Source: an optimization exercise on an open RTL-to-GDS flow (aim: small area). Production flows keep margins and buffers that such runs may drop.
Only simulation tests tie the RTL to the original design; equivalence was not proved.
The clock port is modelled as an ideal driver; clocking choices that lean on that would not hold on a real chip.
Power and IR drop assume default switching activity.

==> inputs of raven <==
==> flow/design.v <==
`timescale 1ns / 1ps
module TOP_Final(
    input i_clk,
    input i_reset,
    output [3:0] o_digit,
    output [7:0] o_font
    );
    reg [4:0] u;
    reg [4:0] x;
    reg [3:0] d0, d1, d2, d3;
    reg       f;
    wire blk  = &u[2:0];
    wire inc  = blk & (x == 5'd24);
    wire c1   = inc & (d0 == 4'd9);
    wire c2   = c1 & (d1 == 4'd9);
    wire c3   = c2 & (d2 == 4'd9);
    wire c4   = c3 & (d3 == 4'd9);
    wire wrap = inc & f & (d3 == 4'd6) & (d2 == 4'd3) & (d1 == 4'd8) & (d0 == 4'd3);
    always @(posedge i_clk or posedge i_reset) begin
        if (i_reset) begin
            u  <= 5'd4;
            x  <= 5'd0;
            d0 <= 4'd0;
            d1 <= 4'd0;
            d2 <= 4'd0;
            d3 <= 4'd0;
            f  <= 1'b0;
        end else begin
            u <= u + 5'd1;
            x <= (x == 5'd24) ? 5'd0 : x + 5'd1;
            if (wrap) begin
                d0 <= 4'd0;
                d1 <= 4'd0;
                d2 <= 4'd0;
                d3 <= 4'd0;
                f  <= 1'b0;
            end else begin
                if (inc) d0 <= c1 ? 4'd0 : d0 + 4'd1;
                if (c1)  d1 <= c2 ? 4'd0 : d1 + 4'd1;
                if (c2)  d2 <= c3 ? 4'd0 : d2 + 4'd1;
                if (c3)  d3 <= c4 ? 4'd0 : d3 + 4'd1;
                if (c4)  f  <= 1'b1;
            end
        end
    end
    wire [1:0] s = u[4:3];
    assign o_digit = ~(4'b0001 << s);
    reg [3:0] dig;
    always @(*) begin
        case (s)
            2'd0: dig = d0;
            2'd1: dig = d1;
            2'd2: dig = d2;
            default: dig = d3;
        endcase
    end
    reg [7:0] font;
    always @(*) begin
        case (dig)
            4'd0: font = 8'hc0;
            4'd1: font = 8'hf9;
            4'd2: font = 8'ha4;
            4'd3: font = 8'hb0;
            4'd4: font = 8'h99;
            4'd5: font = 8'h92;
            4'd6: font = 8'h82;
            4'd7: font = 8'hf8;
            4'd8: font = 8'h80;
            4'd9: font = 8'h90;
            default: font = 8'hff;
        endcase
    end
    assign o_font = font;
endmodule
==> flow/run.sh <==
#!/bin/bash
# synth_recipe.tcl (not shown) runs the flow's synth.tcl, then flattens the netlist and writes it again
# the make line also repeats each setting of config.mk as NAME=value (left out here)
make -C /OpenROAD-flow-scripts/flow DESIGN_CONFIG=/design/flow/config.mk WORK_HOME=/design/flow/orfs CLKGATE_MAP_FILE= SYNTH_SCRIPT=/design/flow/synth_recipe.tcl finish
==> flow/config.mk <==
export PLATFORM = sky130hd
export DESIGN_NAME = TOP_Final
export DESIGN_NICKNAME = TOP_Final
export VERILOG_FILES = /design/flow/design.v
export SDC_FILE = /design/flow/constraint.sdc
export NUM_CORES = 4
export LEC_CHECK = 0
export CAP_MARGIN = 20
export CORE_MARGIN = 2
export CORE_UTILIZATION = 40
export SLEW_MARGIN = 20
==> flow/constraint.sdc <==
create_clock -name core_clock -period 100.0 [get_ports {i_clk}]
set_input_delay 20.0000 -clock core_clock [delete_from_list [all_inputs] [get_ports {i_clk}]]
set_output_delay 20.0000 -clock core_clock [all_outputs]
set_load 0.01 [all_outputs]
==> lagoon (differences from raven) <==
==> flow/design.v (replaced) <==
`timescale 1ns / 1ps
module TOP_Final(
    input i_clk,
    input i_reset,
    output [3:0] o_digit,
    output [7:0] o_font
    );
    reg [2:0] b;
    reg [1:0] s;
    reg [4:0] x;
    reg [3:0] d0, d1, d2, d3;
    reg       f;
    wire t   = ~b[1] & b[0];
    wire e   = t & b[2];
    wire inc = e & x[0] & x[2] & x[4];
    reg fx;
    always @(*) begin
        case ({x[4], x[3], x[2], x[1]})
            4'b0010, 4'b0100, 4'b1000, 4'b1001, 4'b1011,
            4'b1101, 4'b1110, 4'b1111: fx = 1'b1;
            default: fx = 1'b0;
        endcase
    end
    wire a0 = inc & d0[0];
    wire c1 = a0 & d0[3];
    wire a1 = c1 & d1[0];
    wire c2 = a1 & d1[3];
    wire a2 = c2 & d2[0];
    wire c3 = a2 & d2[3];
    wire a3 = c3 & d3[0];
    wire c4 = a3 & d3[3];
    wire wrap = a0 & d0[1] & f & d3[2] & d3[1] & d2[1] & d2[0] & d1[3];
    always @(posedge i_clk or posedge i_reset) begin
        if (i_reset) begin
            b  <= 3'b000;
            s  <= 2'd0;
            x  <= 5'b01010;
            d0 <= 4'd0;
            d1 <= 4'd0;
            d2 <= 4'd0;
            d3 <= 4'd0;
            f  <= 1'b0;
        end else begin
            b <= {b[1:0], ~(b[2] ^ t)};
            s <= {s[1] ^ (s[0] & e), s[0] ^ e};
            x <= {x[3:0], fx};
            d0[0] <= d0[0] ^ inc;
            d0[1] <= d0[1] ^ (a0 & ~d0[3]);
            d0[2] <= d0[2] ^ (a0 & d0[1] & ~wrap);
            d0[3] <= a0 ? (d0[1] & d0[2]) : d0[3];
            d1[0] <= d1[0] ^ c1;
            d1[1] <= d1[1] ^ (a1 & ~d1[3]);
            d1[2] <= d1[2] ^ (a1 & d1[1]);
            d1[3] <= a1 ? (d1[1] & d1[2]) : (d1[3] & ~wrap);
            d2[0] <= (d2[0] ^ c2) & ~wrap;
            d2[1] <= (d2[1] ^ (a2 & ~d2[3])) & ~wrap;
            d2[2] <= d2[2] ^ (a2 & d2[1]);
            d2[3] <= a2 ? (d2[1] & d2[2]) : d2[3];
            d3[0] <= d3[0] ^ c3;
            d3[1] <= (d3[1] ^ (a3 & ~d3[3])) & ~wrap;
            d3[2] <= (d3[2] ^ (a3 & d3[1])) & ~wrap;
            d3[3] <= a3 ? (d3[1] & d3[2]) : d3[3];
            f <= f ? ~wrap : c4;
        end
    end
    assign o_digit = {~(s[1] & s[0]), ~(s[1] & ~s[0]), ~(~s[1] & s[0]), ~(~s[1] & ~s[0])};
    reg [3:0] q;
    always @(*) begin
        case (s)
            2'd0: q = d0;
            2'd1: q = d1;
            2'd2: q = d2;
            default: q = d3;
        endcase
    end
    wire one  = ~q[3] & ~q[2] & ~q[1] & q[0];
    wire four = q[2] & ~q[1] & ~q[0];
    assign o_font[0] = one | four;
    assign o_font[1] = q[2] & (q[1] ^ q[0]);
    assign o_font[2] = ~q[2] & q[1] & ~q[0];
    assign o_font[3] = one | four | (q[2] & q[1] & q[0]);
    assign o_font[4] = q[0] | (q[2] & ~q[1]);
    assign o_font[5] = (~q[2] & q[1]) | (~q[3] & ~q[2] & q[0]) | (q[1] & q[0]);
    assign o_font[6] = (~q[3] & ~q[2] & ~q[1]) | (q[2] & q[1] & q[0]);
    assign o_font[7] = 1'b1;
endmodule
==> flow/flow/run.sh (new file) <==
#!/bin/bash
# The standard ORFS layout (standard.sh), with the port buffers made of the
# smallest buffer cell instead of the one buffer_ports picks by default.
set -euo pipefail
cd "$(dirname "$0")/.."
bash standard.sh "BUFFER_PORTS_ARGS=-buffer_cell sky130_fd_sc_hd__buf_1" finish > standard_flow.log 2>&1
==> flow/standard.sh (new file) <==
#!/bin/bash
# synth_recipe.tcl (not shown) runs the flow's synth.tcl, then flattens the netlist and writes it again
# the make line also repeats each setting of config.mk as NAME=value (left out here)
make -C /OpenROAD-flow-scripts/flow DESIGN_CONFIG=/design/flow/config.mk WORK_HOME=/design/flow/orfs CLKGATE_MAP_FILE= SYNTH_SCRIPT=/design/flow/synth_recipe.tcl "${@:-finish}"
--- a/flow/config.mk
+++ b/flow/config.mk
@@ -10,2 +10,3 @@
 export CORE_UTILIZATION = 40
+export CTS_BUF_LIST = sky130_fd_sc_hd__clkbuf_8
 export SLEW_MARGIN = 20
removed: flow/run.sh
==> violet (differences from raven) <==
==> flow/design.v (replaced) <==
`timescale 1ns / 1ps
module TOP_Final(
    input i_clk,
    input i_reset,
    output [3:0] o_digit,
    output [7:0] o_font
    );
    reg [2:0] b;
    reg [1:0] s;
    reg [4:0] x;
    reg [3:0] d0, d1, d2, d3;
    reg       f;
    wire t   = ~b[1] & b[0];
    wire e   = t & b[2];
    wire inc = e & x[0] & x[2] & x[4];
    reg fx;
    always @(*) begin
        case ({x[4], x[3], x[2], x[1]})
            4'b0010, 4'b0100, 4'b1000, 4'b1001, 4'b1011,
            4'b1101, 4'b1110, 4'b1111: fx = 1'b1;
            default: fx = 1'b0;
        endcase
    end
    wire a0 = inc & d0[0];
    wire c1 = a0 & d0[3];
    wire a1 = c1 & d1[0];
    wire c2 = a1 & d1[3];
    wire a2 = c2 & d2[0];
    wire c3 = a2 & d2[3];
    wire a3 = c3 & d3[0];
    wire c4 = a3 & d3[3];
    wire wrap = a0 & d0[1] & f & d3[2] & d3[1] & d2[1] & d2[0] & d1[3];
    always @(posedge i_clk or posedge i_reset) begin
        if (i_reset) begin
            b  <= 3'b000;
            s  <= 2'd0;
            x  <= 5'b01010;
            d0 <= 4'd0;
            d1 <= 4'd0;
            d2 <= 4'd0;
            d3 <= 4'd0;
            f  <= 1'b0;
        end else begin
            b <= {b[1:0], ~(b[2] ^ t)};
            s <= {s[1] ^ (s[0] & e), s[0] ^ e};
            x <= {x[3:0], fx};
            d0[0] <= d0[0] ^ inc;
            d0[1] <= d0[1] ^ (a0 & ~d0[3]);
            d0[2] <= d0[2] ^ (a0 & d0[1] & ~wrap);
            d0[3] <= a0 ? (d0[1] & d0[2]) : d0[3];
            d1[0] <= d1[0] ^ c1;
            d1[1] <= d1[1] ^ (a1 & ~d1[3]);
            d1[2] <= d1[2] ^ (a1 & d1[1]);
            d1[3] <= a1 ? (d1[1] & d1[2]) : (d1[3] & ~wrap);
            d2[0] <= (d2[0] ^ c2) & ~wrap;
            d2[1] <= (d2[1] ^ (a2 & ~d2[3])) & ~wrap;
            d2[2] <= d2[2] ^ (a2 & d2[1]);
            d2[3] <= a2 ? (d2[1] & d2[2]) : d2[3];
            d3[0] <= d3[0] ^ c3;
            d3[1] <= (d3[1] ^ (a3 & ~d3[3])) & ~wrap;
            d3[2] <= (d3[2] ^ (a3 & d3[1])) & ~wrap;
            d3[3] <= a3 ? (d3[1] & d3[2]) : d3[3];
            f <= f ? ~wrap : c4;
        end
    end
    assign o_digit = {~(s[1] & s[0]), ~(s[1] & ~s[0]), ~(~s[1] & s[0]), ~(~s[1] & ~s[0])};
    reg [3:0] q;
    always @(*) begin
        case (s)
            2'd0: q = d0;
            2'd1: q = d1;
            2'd2: q = d2;
            default: q = d3;
        endcase
    end
    wire one  = ~q[3] & ~q[2] & ~q[1] & q[0];
    wire four = q[2] & ~q[1] & ~q[0];
    assign o_font[0] = one | four;
    assign o_font[1] = q[2] & (q[1] ^ q[0]);
    assign o_font[2] = ~q[2] & q[1] & ~q[0];
    assign o_font[3] = one | four | (q[2] & q[1] & q[0]);
    assign o_font[4] = q[0] | (q[2] & ~q[1]);
    assign o_font[5] = (~q[2] & q[1]) | (~q[3] & ~q[2] & q[0]) | (q[1] & q[0]);
    assign o_font[6] = (~q[3] & ~q[2] & ~q[1]) | (q[2] & q[1] & q[0]);
    assign o_font[7] = 1'b1;
endmodule
--- a/flow/config.mk
+++ b/flow/config.mk
@@ -10,2 +10,5 @@
 export CORE_UTILIZATION = 40
+export CTS_BUF_LIST = sky130_fd_sc_hd__clkbuf_16
+export CTS_CLUSTER_DIAMETER = 200
+export CTS_CLUSTER_SIZE = 40
 export SLEW_MARGIN = 20
==> comparison <==
- violet ran to the end with no violations. lagoon ran to the end with no violations. raven finished with timing, DRC and antenna clean.
- First-iteration DRC count, lowest first: violet, lagoon, raven.
- Between raven and lagoon, the lower synthesized area is in lagoon (gap about 45%, measured against lagoon).
- Non-clock buffer count is the same in lagoon and violet.
- In violet the critical path depth is lower than in raven, by 2.
- Die area is the same in lagoon and violet.
- Worst hold slack: violet < lagoon < raven.
- Sequential cell count is the same in violet and lagoon.
- Sequential power is about the same in raven and lagoon.
- Global-route usage: violet < lagoon < raven.


==> tundra: inputs <==
TOP_Final, a different RTL version from the one above (not shown whole).
clock: 100.0 ns
lec_check: 0
cap_margin: 20
core_margin: 2
core_utilization: 30
cts_buf_list: sky130_fd_sc_hd__clkbuf_8
slew_margin: 20
synth_hierarchical: 1
synth_minimum_keep_size: 0
standard.sh (not shown) runs the stock make flow with config.mk's settings and CLKGATE_MAP_FILE= SYNTH_SCRIPT=/design/flow/synth_recipe.tcl, a recipe that flattens the netlist after the stock synthesis.
==> flow/flow/run.sh <==
#!/bin/bash
# The standard ORFS layout (standard.sh) with three changes:
#  - before floorplanning, every logic cell is set to the smallest drive of its own
#    family (flow/downsize.tcl); the resizer later upsizes any cell that needs it;
#  - the port buffers use the smallest buffer cell;
#  - after clock tree synthesis the tree's root buffer is removed, so the clock port
#    drives the leaf clock buffers directly (flow/post_cts.tcl).
set -euo pipefail
cd "$(dirname "$0")/.."
W="$PWD"
bash standard.sh "BUFFER_PORTS_ARGS=-buffer_cell sky130_fd_sc_hd__buf_1" \
  "PRE_FLOORPLAN_TCL=$W/flow/downsize.tcl" "POST_CTS_TCL=$W/flow/post_cts.tcl" \
  finish > "$W/standard_flow.log" 2>&1
Other scripts of this flow, unchanged in this note and not shown: flow/flow/downsize.tcl, flow/flow/post_cts.tcl
==> xenon (differences from tundra) <==
--- a/flow/design.v
+++ b/flow/design.v
@@ -1,110 +1,139 @@
 `timescale 1ns / 1ps
 module TOP_Final(
     input i_clk,
     input i_reset,
     output [3:0] o_digit,
     output [7:0] o_font
     );
-    reg [2:0] b;
+    reg       b0, b2;
     reg [1:0] s;
-    reg [4:0] x;
-    reg [3:0] d0, d1, d2, d3;
-    reg       f;
+    reg       x0, x2, x4;
+    reg [3:0] d0;
+    reg       d1_0, d1_2, d1_3, d2_2, d2_3, d3_0, d3_3;
+    reg       b1, x1, x3;
+    reg       d1_1, d2_0, d2_1, d3_1, d3_2, f;
+    wire [2:0] b = {b2, b1, b0};
+    wire [4:0] x = {x4, x3, x2, x1, x0};
+    wire [3:0] d1 = {d1_3, d1_2, d1_1, d1_0};
+    wire [3:0] d2 = {d2_3, d2_2, d2_1, d2_0};
+    wire [3:0] d3 = {d3_3, d3_2, d3_1, d3_0};
     wire [2:0] b_n;
     wire [1:0] s_n;
     wire [3:0] d0_n, d1_n, d2_n, d3_n;
     wire       f_n;
     wire       fx;
     always @(posedge i_clk or posedge i_reset) begin
         if (i_reset) begin
-            b  <= 3'b000;
+            b0 <= 1'b0;
+            b2 <= 1'b0;
             s  <= 2'b00;
-            x  <= 5'b01010;
+            x0 <= 1'b0;
+            x2 <= 1'b1;
+            x4 <= 1'b1;
             d0 <= 4'd0;
-            d1 <= 4'd0;
-            d2 <= 4'd0;
-            d3 <= 4'd0;
-            f  <= 1'b0;
+            d1_0 <= 1'b0;
+            d1_2 <= 1'b0;
+            d1_3 <= 1'b0;
+            d2_2 <= 1'b0;
+            d2_3 <= 1'b0;
+            d3_0 <= 1'b0;
+            d3_3 <= 1'b0;
         end else begin
-            b  <= b_n;
+            b0 <= b_n[0];
+            b2 <= b1;
             s  <= s_n;
-            x  <= {x[3:0], fx};
+            x0 <= fx;
+            x2 <= x1;
+            x4 <= x3;
             d0 <= d0_n;
-            d1 <= d1_n;
-            d2 <= d2_n;
-            d3 <= d3_n;
-            f  <= f_n;
+            d1_0 <= d1_n[0];
+            d1_2 <= d1_n[2];
+            d1_3 <= d1_n[3];
+            d2_2 <= d2_n[2];
+            d2_3 <= d2_n[3];
+            d3_0 <= d3_n[0];
+            d3_3 <= d3_n[3];
         end
+    end
+    always @(posedge i_clk) begin
+        b1   <= b0;
+        x1   <= x0;
+        x3   <= x2;
+        d1_1 <= d1_n[1];
+        d2_0 <= d2_n[0];
+        d2_1 <= d2_n[1];
+        d3_1 <= d3_n[1];
+        d3_2 <= d3_n[2];
+        f    <= f_n;
     end
     wire t, e, k, inc, fu, fv;
     g_nor2b  g_t  (.a(b[1]), .bn(b[0]), .y(t));           
     g_xnor2  g_b0 (.a(b[2]), .b(t), .y(b_n[0]));
-    assign b_n[2:1] = b[1:0];
     g_and2   g_e  (.a(b[2]), .b(t), .y(e));               
     g_xor2   g_s0 (.a(s[0]), .b(e), .y(s_n[0]));
     g_nand2  g_k  (.a(s[0]), .b(e), .y(k));
     g_xnor2  g_s1 (.a(s[1]), .b(k), .y(s_n[1]));
     g_a21oi  g_fu (.a1(x[2]), .a2(x[3]), .b1(x[1]), .y(fu));
     g_o21ai  g_fv (.a1(x[2]), .a2(x[3]), .b1(fu), .y(fv));
     g_xnor2  g_fx (.a(x[4]), .b(fv), .y(fx));
-    g_and4   g_in (.a(e), .b(x[0]), .c(x[2]), .d(x[4]), .y(inc));
+    g_and4   g_in (.a(e), .b(x[1]), .c(x[2]), .d(x[3]), .y(inc));
     g_or2    g_o0 (.a(s[1]), .b(s[0]), .y(o_digit[0]));
     g_nand2b g_o1 (.an(s[1]), .b(s[0]), .y(o_digit[1]));
     g_nand2b g_o2 (.an(s[0]), .b(s[1]), .y(o_digit[2]));
     g_nand2  g_o3 (.a(s[1]), .b(s[0]), .y(o_digit[3]));
-    wire a0, w1, w2, wrap, wrap_b;
+    wire a0, w1, w2, clr, wrap_b;
     g_nand4  g_w1 (.a(a0), .b(d0[1]), .c(f), .d(d3[2]), .y(w1));
     g_nand4  g_w2 (.a(d3[1]), .b(d2[1]), .c(d2[0]), .d(d1[3]), .y(w2));
-    g_nor2   g_w  (.a(w1), .b(w2), .y(wrap));
-    g_inv    g_wb (.a(wrap), .y(wrap_b));
+    g_or2    g_wb (.a(w1), .b(w2), .y(wrap_b));
+    g_o21bai g_cl (.a1(w1), .a2(w2), .b1n(i_reset), .y(clr));
     wire h01, k02, p0, cb1;
     g_ha     g_00 (.a(d0[0]), .b(inc), .s(d0_n[0]), .co(a0));
     g_xnor2  g_01 (.a(d0[1]), .b(a0), .y(h01));
     g_nor2   g_02 (.a(h01), .b(d0[3]), .y(d0_n[1]));
     g_nand3  g_03 (.a(a0), .b(d0[1]), .c(wrap_b), .y(k02));
     g_xnor2  g_04 (.a(d0[2]), .b(k02), .y(d0_n[2]));
     g_nor2b  g_05 (.a(k02), .bn(d0[2]), .y(p0));
     g_nand2  g_06 (.a(a0), .b(d0[3]), .y(cb1));           
     g_a21o   g_07 (.a1(d0[3]), .a2(cb1), .b1(p0), .y(d0_n[3]));
     wire a1, h11, k12, p1, cb2;
     g_xnor2  g_10 (.a(d1[0]), .b(cb1), .y(d1_n[0]));
     g_nor2b  g_1a (.a(cb1), .bn(d1[0]), .y(a1));
     g_xnor2  g_11 (.a(d1[1]), .b(a1), .y(h11));
-    g_nor2   g_12 (.a(h11), .b(d1[3]), .y(d1_n[1]));
+    g_nor3   g_12 (.a(h11), .b(d1[3]), .c(i_reset), .y(d1_n[1]));
     g_nand2  g_13 (.a(a1), .b(d1[1]), .y(k12));
     g_xnor2  g_14 (.a(d1[2]), .b(k12), .y(d1_n[2]));
     g_nor2b  g_15 (.a(k12), .bn(d1[2]), .y(p1));
     g_nand2  g_16 (.a(a1), .b(d1[3]), .y(cb2));
     g_a31o   g_17 (.a1(d1[3]), .a2(cb2), .a3(wrap_b), .b1(p1), .y(d1_n[3]));
     wire a2, h20, h21, k22, p2, cb3;
     g_xor2   g_20 (.a(d2[0]), .b(cb2), .y(h20));
-    g_nor2   g_2w (.a(h20), .b(wrap), .y(d2_n[0]));
+    g_nor2   g_2w (.a(h20), .b(clr), .y(d2_n[0]));
     g_nor2b  g_2a (.a(cb2), .bn(d2[0]), .y(a2));
     g_xnor2  g_21 (.a(d2[1]), .b(a2), .y(h21));
-    g_nor3   g_22 (.a(h21), .b(d2[3]), .c(wrap), .y(d2_n[1]));
+    g_nor3   g_22 (.a(h21), .b(d2[3]), .c(clr), .y(d2_n[1]));
     g_nand2  g_23 (.a(a2), .b(d2[1]), .y(k22));
     g_xnor2  g_24 (.a(d2[2]), .b(k22), .y(d2_n[2]));
     g_nor2b  g_25 (.a(k22), .bn(d2[2]), .y(p2));
     g_nand2  g_26 (.a(a2), .b(d2[3]), .y(cb3));
     g_a21o   g_27 (.a1(d2[3]), .a2(cb3), .b1(p2), .y(d2_n[3]));
     wire a3, h31, k32, h32, p3, cb4, fb;
     g_xnor2  g_30 (.a(d3[0]), .b(cb3), .y(d3_n[0]));
     g_nor2b  g_3a (.a(cb3), .bn(d3[0]), .y(a3));
     g_xnor2  g_31 (.a(d3[1]), .b(a3), .y(h31));
-    g_nor3   g_32 (.a(h31), .b(d3[3]), .c(wrap), .y(d3_n[1]));
+    g_nor3   g_32 (.a(h31), .b(d3[3]), .c(clr), .y(d3_n[1]));
     g_nand2  g_33 (.a(a3), .b(d3[1]), .y(k32));
     g_xor2   g_34 (.a(d3[2]), .b(k32), .y(h32));
-    g_nor2   g_3w (.a(h32), .b(wrap), .y(d3_n[2]));
+    g_nor2   g_3w (.a(h32), .b(clr), .y(d3_n[2]));
     g_nor2b  g_35 (.a(k32), .bn(d3[2]), .y(p3));
     g_nand2  g_36 (.a(a3), .b(d3[3]), .y(cb4));
     g_a21o   g_37 (.a1(d3[3]), .a2(cb4), .b1(p3), .y(d3_n[3]));
     g_nand2  g_f0 (.a(f), .b(wrap_b), .y(fb));
-    g_nand2  g_f1 (.a(fb), .b(cb4), .y(f_n));
+    g_a21oi  g_f1 (.a1(fb), .a2(cb4), .b1(i_reset), .y(f_n));
     wire [3:0] m;
     g_mux4 g_m0 (.a0(d0[0]), .a1(d1[0]), .a2(d2[0]), .a3(d3[0]), .s0(s[0]), .s1(s[1]), .y(m[0]));
     g_mux4 g_m1 (.a0(d0[1]), .a1(d1[1]), .a2(d2[1]), .a3(d3[1]), .s0(s[0]), .s1(s[1]), .y(m[1]));
     g_mux4 g_m2 (.a0(d0[2]), .a1(d1[2]), .a2(d2[2]), .a3(d3[2]), .s0(s[0]), .s1(s[1]), .y(m[2]));
     g_mux4 g_m3 (.a0(d0[3]), .a1(d1[3]), .a2(d2[3]), .a3(d3[3]), .s0(s[0]), .s1(s[1]), .y(m[3]));
     wire n0, n1, n2, n3, n4, n5, n6, n7, n8;
     g_inv    g_d0 (.a(m[0]), .y(n0));
     g_inv    g_d1 (.a(m[1]), .y(n1));
@@ -138,12 +167,13 @@
 module g_nand4 (input a, input b, input c, input d, output y); assign y = ~(a & b & c & d); endmodule
 module g_nor4  (input a, input b, input c, input d, output y); assign y = ~(a | b | c | d); endmodule
 module g_and4  (input a, input b, input c, input d, output y); assign y = a & b & c & d;    endmodule
 module g_a21o  (input a1, input a2, input b1, output y);  assign y = (a1 & a2) | b1;        endmodule
 module g_a31o  (input a1, input a2, input a3, input b1, output y); assign y = (a1 & a2 & a3) | b1; endmodule
 module g_a21oi (input a1, input a2, input b1, output y);  assign y = ~((a1 & a2) | b1);     endmodule
 module g_o21ai (input a1, input a2, input b1, output y);  assign y = ~((a1 | a2) & b1);     endmodule
 module g_a211oi(input a1, input a2, input b1, input c1, output y); assign y = ~((a1 & a2) | b1 | c1); endmodule
+module g_o21bai(input a1, input a2, input b1n, output y); assign y = ~((a1 | a2) & ~b1n); endmodule
 module g_ha    (input a, input b, output s, output co); assign s = a ^ b; assign co = a & b; endmodule
 module g_mux4  (input a0, input a1, input a2, input a3, input s0, input s1, output y);
     assign y = s1 ? (s0 ? a3 : a2) : (s0 ? a1 : a0);
 endmodule
==> impl_metrics.tcl <==
set metrics [dict create \
    run_status "finished clean" \
    met1_length_um 969 \
    finalCoreUtilization_pct 35.2 \
    drt-pass1-iter-count 2 \
    path_clk_slew_ps 90 \
    routed-wl-met2_um 999 \
    rr_endpoint "d3_2" \
    place_area_sq_mm 0.00128 \
    layout.nonclk_buf_share_pct 3.44 \
    combinationalPower_uw 0.219 \
    routed_via_density 4.57 \
]
-- figures above: xenon

==> impl_metrics.tcl <==
set metrics [dict create \
    cp.arrival_ps 2040 \
    run_status "finished clean" \
    layout.nonclk_buf_share_pct 3.33 \
    place_area_sq_mm 0.00132 \
    clock_sinks 27 \
    worstMarginPinSlew_ps 932 \
    finalCoreUtilization_pct 34.3 \
    yosysWarnings 7 \
    met1_length_um 1040 \
    routed-wl-met2_um 1110 \
    path_clk_slew_ps 100 \
    n_all_buffers 12 \
    drt-pass1-iter-count 4 \
]
-- figures above: tundra

## static timing again, ports no longer ideal
In the flow no input, the clock included, has a driving cell. The finished layouts below were timed again as built, in two steps. Step 1 assumes that a clkbuf_16 drives the clock port and a buf_2 every other input. Step 2 moves the port delays by t, midway between the first and last clock arrival at a register: inputs arrive t later, outputs are due t later. That takes back most of the time a late clock gives input paths. a / b / c = ideal / step 1 / step 2; a / b = the first two.
run	t, ns	setup WS [ns]	worst setup path after step 2	slew at the worst register clock pin (ns)
raven	0.300	77.212 / 77.186 / 77.486	register to output	0.09 / 0.09
lagoon	0.294	77.930 / 77.906 / 78.200	register to output	0.09 / 0.09
violet	0.284	77.629 / 77.601 / 77.885	register to output	0.06 / 0.06
tundra	0.186	77.964 / 77.929 / 78.115	register to output	0.10 / 0.10
xenon	0.180	77.977 / 77.941 / 78.121	register to output	0.09 / 0.09
After both steps setup and hold are still met in every run listed.
